Source: an optimization exercise on an open RTL-to-GDS flow (aim: small area). Production flows keep margins and buffers that such runs may drop.
The RTL was checked by simulation tests, not by an equivalence proof against the original design.
Power is estimated from default activity; no workload was simulated.

### design.v
module missile_predictor_fpga(
    input clk50mhz,
    input rst,
    input uart_rx,
    output reg servo_pwm_out_x,
    output reg servo_pwm_out_y,
    output uart_tx
);
    reg [10:0] rx_sh;
    reg [12:0] rx_baud;
    reg        rx_dv;
    wire       rx_idle = rx_sh[0];
    wire       rx_tick = (rx_baud == 13'd0);
    always @(posedge clk50mhz) begin
        if (rst) begin
            rx_sh[0] <= 1'b1;
            rx_dv <= 1'b0;
        end else begin
            rx_dv <= 1'b0;
            if (rx_idle) begin
                if (!uart_rx) begin
                    rx_sh <= 11'b100_0000_0000;
                    rx_baud <= 13'd2604;
                end
            end else if (rx_tick) begin
                rx_sh <= {uart_rx, rx_sh[10:1]};
                rx_baud <= 13'd5207;
                rx_dv <= rx_sh[1];
            end else begin
                rx_baud <= rx_baud - 13'd1;
            end
        end
    end
    wire [7:0] rx_byte = rx_sh[8:1];
    reg        byte_state;
    reg [7:0]  ux, uy, lx, ly, hx, hy, xpos, ypos;
    reg [4:0]  cnt;
    wire       window = (cnt == 5'd20);
    wire       differs = (ux != lx) || (uy != ly);
    wire [8:0] dx = {1'b0, lx} - {1'b0, hx};
    wire [8:0] dy = {1'b0, ly} - {1'b0, hy};
    wire [8:0] px = {1'b0, lx} + {dx[8], dx[8:2], 1'b0};
    wire [8:0] py = {1'b0, ly} + {dy[8], dy[8:2], 1'b0};
    wire [7:0] fx = px[8] ? 8'd0 : px[7:0];
    wire [7:0] fy = py[8] ? 8'd0 : py[7:0];
    wire [7:0] fvx = dx[8] ? 8'd0 : {2'b00, dx[7:2]};
    wire [7:0] fvy = dy[8] ? 8'd0 : {2'b00, dy[7:2]};
    always @(posedge clk50mhz) begin
        if (rst) begin
            byte_state <= 1'b0;
            uy <= 8'd128;
            lx <= 8'd128;
            ly <= 8'd128;
            xpos <= 8'd128;
            ypos <= 8'd128;
            cnt <= 5'd0;
        end else if (rx_dv) begin
            byte_state <= ~byte_state;
            if (!byte_state) begin
                ux <= rx_byte;
            end else begin
                uy <= rx_byte;
                if (differs) begin
                    lx <= ux;
                    ly <= uy;
                    if (cnt == 5'd14) begin
                        hx <= ux;
                        hy <= uy;
                    end
                    if (!window)
                        cnt <= cnt + 5'd1;
                end
                if (window) begin
                    xpos <= fx;
                    ypos <= fy;
                    cnt <= 5'd0;
                end
            end
        end
    end
    reg [8:0]  pr;
    reg [12:0] pq;
    wire       pr_wrap = (pr == 9'd293);
    wire       p_end = (pq == 13'd3316) && (pr == 9'd95);
    wire       pq_low = (pq[12:8] == 5'd0);
    wire       lt_x = pq[12] | (pq_low & (pq[7:0] < xpos));
    wire       lt_y = pq[12] | (pq_low & (pq[7:0] < ypos));
    always @(posedge clk50mhz) begin
        if (rst || p_end) begin
            pr <= 9'd284;
            pq <= -13'sd86;
        end else if (pr_wrap) begin
            pr <= 9'd0;
            pq <= pq + 13'd1;
        end else begin
            pr <= pr + 9'd1;
        end
    end
    always @(posedge clk50mhz) begin
        if (rst) begin
            servo_pwm_out_x <= 1'b0;
            servo_pwm_out_y <= 1'b0;
        end else begin
            servo_pwm_out_x <= window & lt_x;
            servo_pwm_out_y <= window & lt_y;
        end
    end
    reg [2:0]  tx_state;
    reg [10:0] tx_sh;
    reg [12:0] tx_baud;
    wire       tx_busy = |tx_sh[10:1];
    wire       tx_tick = (tx_baud == 13'd0);
    reg [7:0]  tx_byte;
    always @(*) begin
        case (tx_state[1:0])
            2'd0: tx_byte = fy;
            2'd1: tx_byte = fx;
            2'd2: tx_byte = fvy;
            default: tx_byte = fvx;
        endcase
    end
    assign uart_tx = tx_sh[0];
    always @(posedge clk50mhz) begin
        if (rst) begin
            tx_state <= 3'd0;
            tx_sh <= 11'd1;
        end else if (tx_busy) begin
            if (tx_tick) begin
                tx_sh <= {1'b0, tx_sh[10:1]};
                tx_baud <= 13'd5207;
            end else begin
                tx_baud <= tx_baud - 13'd1;
            end
        end else if (window) begin
            if (tx_state[2]) begin
                tx_state <= 3'd0;
            end else begin
                tx_sh <= {1'b1, tx_byte, 1'b0, 1'b1};
                tx_baud <= 13'd5208;
                tx_state <= tx_state + 3'd1;
            end
        end
    end
endmodule
### run.sh
#!/bin/bash
# synth_recipe.tcl (not shown) runs the flow's synth.tcl, then flattens the netlist and writes it again
# the make line also repeats each setting of config.mk as NAME=value (left out here)
make -C /OpenROAD-flow-scripts/flow DESIGN_CONFIG=/design/flow/config.mk WORK_HOME=/design/flow/orfs CLKGATE_MAP_FILE= SYNTH_SCRIPT=/design/flow/synth_recipe.tcl finish
### config.mk
export PLATFORM = sky130hd
export DESIGN_NAME = missile_predictor_fpga
export DESIGN_NICKNAME = missile_predictor_fpga
export VERILOG_FILES = /design/flow/design.v
export SDC_FILE = /design/flow/constraint.sdc
export NUM_CORES = 4
export LEC_CHECK = 0
export CAP_MARGIN = 20
export CORE_MARGIN = 2
export CORE_UTILIZATION = 40
export SLEW_MARGIN = 20
### constraint.sdc
create_clock -name core_clock -period 20.0 [get_ports {clk50mhz}]
set_input_delay 4.0000 -clock core_clock [delete_from_list [all_inputs] [get_ports {clk50mhz}]]
set_output_delay 4.0000 -clock core_clock [all_outputs]
set_load 0.01 [all_outputs]
==> results.py <==
metrics = {
    "cts": {
        "cts-htree-levels": 4,
        "root_buffer": "clkbuf_16",
        "post_cts_buffers": 0,
        "clk_pin_slew_ps": 60,
        "cts_buffer_depth": 2,
        "ctsResizeCount": 0,
        "cts-hold-fix-buffers": 0,
        "cts_tree": "yes",
        "clk_latency_ps": 430,
        "clkSinkCount": 146,
        "cts-buffers-inserted": 17,
    },
    "floorplan": {
        "start_util_pct": 40.7,
        "die_width_um": 145,
        "fp.dieArea_um2": 20900,
        "coreArea_um2": 19400,
        "ioPinCount": 6,
        "rows": 51,
        "die_y_um": 145,
    },
    "grt": {
        "grt_antenna_before_repair": 0,
        "grt_max_degree": 54,
        "grt_pass1_vias": 5404,
        "grt_pass1_wl_mm": 26.4,
        "grt_overflow": 0,
        "track_usage_pct": 16.1,
    },
    "drt": {
        "drtPass1Iterations": 5,
        "drc": 0,
        "postRouteWirelength_mm": 15.7,
        "drtIter0Drc": 297,
        "antenna_left": 0,
        "wl_per_cell_um": 14.3,
        "routed_via_density": 5.13,
        "vias": 5613,
    },
    "worst_setup_path": {
        "cp-start-kind": "input pin",
        "end_kind": "flip-flop",
        "worstPathRequired_ps": 20320,
        "crit_chain": "buf_2 > buf_4 > inv_1 > o21a_1 > nand2b_1 > nor2_1",
        "crit_path_top_delay_cell": "buf_4",
        "worstPathMaxFanout": 53,
        "arrival_ps": 5700,
        "criticalPathCategory": "in -> reg",
        "crit_path_max_incr_delay_ps": 470,
    },
    "pwr": {
        "peakVddDrop_v": 0.0000592,
        "powerDensity_nw_per_um2": 73.9,
        "leakage_nw": 3.22,
        "power.total_mw": 0.652,
    },
    "finish": {
        "fin_area_um2": 8820,
        "layoutNonFillerInstCount": 1095,
        "n_antenna_cell": 0,
        "drive_gt1_share_pct": 7.11,
        "area_growth_pct": 11.6,
        "utilization_pct": 45.5,
        "fillers": 1896,
        "fin_nets": 880,
    },
    "synth": {
        "async_flop_share_pct": 0,
        "yosysTopAreaCell": "edfxtp_1",
        "syn_avg_cell_area_um2": 9.71,
        "synth.distinct_cells": 71,
        "netlist_instances": 814,
        "ys_seq_elements": 146,
        "synth-edff-count": 60,
        "synth_area_um2": 7900,
        "yosys_warnings": 1,
        "synth_area_leaders": "edfxtp_1, dfxtp_1, ha_1, xnor2_1, a21oi_1",
        "yosys.area.top_type_share_pct": 22.8,
        "syn-num-nets": 877,
        "synthFlopType": "dfxtp_1",
        "ys_seq_area_share_pct": 44.6,
    },
    "timing": {
        "relSlewSlack_pct": 28.6,
        "max_freq_mhz": 186,
        "postLayoutSetupSlackWorst_ps": 14620,
        "final-hold-violation-count": 0,
        "setup_viol": 0,
        "fin_crit_ps": 5380,
        "final_max_slew_viol_count": 0,
        "setup_tns_ps": 0,
        "timing.hold.ws_ps": 452,
        "skew_ps": 6.76,
        "tightest_slew_ps": 1070,
        "rsz0062_at_grt": "no",
        "min_period_over_period_pct": 26.9,
    },
    "run_status": {
        "status": "timing/DRC/antenna clean",
    },
    "placed_design": {
        "dpl_worst_slack_ps": 14120,
        "post-place-cells": 1063,
        "numPortBuffers": 5,
        "place_area_um2": 8210,
        "dp_hpwl_mm": 11.3,
        "gp_congestion": 0.805,
    },
    "worst_hold_path": {
        "hp-class": "reg -> reg",
    },
    "run": {
        "cap_violations": 0,
    },
}
## final timing paths
check / slack, ps / endpoint / cells after the start / from
max: 14620 / pr[5]$_SDFF_PP0_ / 6 / rst
max reg2reg: 16100 / tx_sh[3]$_SDFFE_PP0P_ / 13 / lx[2]$_SDFFE_PP0P_
min reg2reg: 450 / xpos[1]$_SDFFE_PP0P_ / 2 / xpos[1]$_SDFFE_PP0P_
min: 450 / xpos[1]$_SDFFE_PP0P_ / 2 / xpos[1]$_SDFFE_PP0P_
## cells in the mapped netlist, types with 18 or more instances
master / number
xnor2_1: 41
nand2_1: 68
xor2_1: 31
edfxtp_1: 60
o21ai_0: 18
a21oi_1: 57
nor2_1: 65
ha_1: 58
nand3_1: 35
inv_1: 60
clkbuf_1: 18
dfxtp_1: 86
## logic make-up after synthesis
logic type / share of synthesized area, %
AOI/OAI and AO/OA: 12.7
xor gates and xnor gates: 8.53
adders and majority gates: 9.69
buffers and inverters: 4.54
DFF: 44.6
muxes: 2.15
and+or+nand+nor: 17.8
## critical path, delay by kind of cell
family / cells / cell delay (ps)
AOI/OAI and AO/OA: 1 / 410
buffers and inverters: 3 / 940
and+or+nand+nor: 2 / 320
## where the power goes
part           total [mW]  internal, mW  switching (mW)
Clock               0.325         0.205           0.121
Combinational      0.0104       0.00394         0.00644
Sequential          0.317         0.313         0.00405
Total               0.652         0.521           0.131
## state kept, by name (all words and copies together), names as in the netlist
register and flops:
rx_baud 13, cnt 5, servo_pwm_out_x 1, servo_pwm_out_y 1, pr 9, hx 8
ypos 8, uy 8, tx_sh 11, rx_dv 1, rx_sh 11, tx_baud 13
tx_state 3, ux 8, lx 8, pq 13, ly 8, hy 8
xpos 8, byte_state 1
## layout by cell type, fill, tap and decap left out, types with 4 or more instances in the layout
cell / synthesis / final
and3_1: 7 / 7
a21oi_1: 57 / 57
xor2_1: 31 / 31
edfxtp_1: 60 / 60
mux2i_1: 17 / 17
o31ai_1: 7 / 7
nor4_1: 5 / 5
o21ai_0: 18 / 18
o21a_1: 6 / 6
o211ai_1: 4 / 4
buf_4: 1 / 7
a31oi_1: 9 / 9
o221ai_1: 5 / 5
nand2_1: 68 / 68
nor3_1: 11 / 11
nor2_1: 65 / 64
a32oi_1: 5 / 5
clkinv_2: 0 / 4
xnor2_1: 41 / 41
nand2b_1: 11 / 11
a21o_1: 11 / 11
nor3b_1: 4 / 4
and2_1: 7 / 7
inv_1: 60 / 60
o21bai_1: 7 / 7
nand3_1: 35 / 35
dfxtp_1: 86 / 86
a211oi_1: 8 / 8
nor2b_1: 12 / 12
ha_1: 58 / 58
clkbuf_16: 0 / 19
or3_1: 6 / 6
clkdlybuf4s50_1: 0 / 4
nand4_1: 16 / 16
## metal layers
layer | part of all wire [%] | wire length [um] | global-route usage (%) | vias to the layer above
met3 | 3.4 | 530 | 4.37 | 21
met5 | 0 | 0 | 0 | -
li1 | - | - | - | 2887
met1 | 47 | 7440 | 20.4 | 2622
met4 | 1.4 | 218 | 4.29 | 0
met2 | 48 | 7510 | 27.1 | 83
## area by class of cell
class                           instances  area [um2]  share of cell area, %
Clock inverter                          8        97.6                   1.11
Timing Repair Buffer                   12        97.6                   1.11
Clock buffer                           24         514                   5.83
Sequential cell                       146        3520                   39.9
Inverter                               61         229                   2.60
Multi-Input combinational cell        579        4030                   45.7
Tap cell                              265         332                   3.76

afterwards: timing with drivers on the ports:
No port has a modelled driver above. Below, the same layout with a new extraction and two added sets of constraints. Step 1 (the two cells are an assumption about what drives the block):
set clk [get_ports {clk50mhz}]
set_driving_cell -lib_cell sky130_fd_sc_hd__clkbuf_16 $clk
set_driving_cell -lib_cell sky130_fd_sc_hd__buf_2 [delete_from_list [all_inputs] $clk]
Step 2 times the ports against the registers' clock, not the clock port: input delays grow and output delays shrink by t, the midpoint of the rising clock arrivals with the driver on. Three values: ideal, step 1, step 2; two values: the first two.
t (ns): 0.465
slack for setup (ns): 14.620 / 14.628 / 14.179
worst setup path after step 2: input to register
pins driven straight from the clock port: 1
After both steps this run still meets setup and hold. The setup slack of this run moves by +0.008 ns with the drivers and by -0.441 ns with both steps.
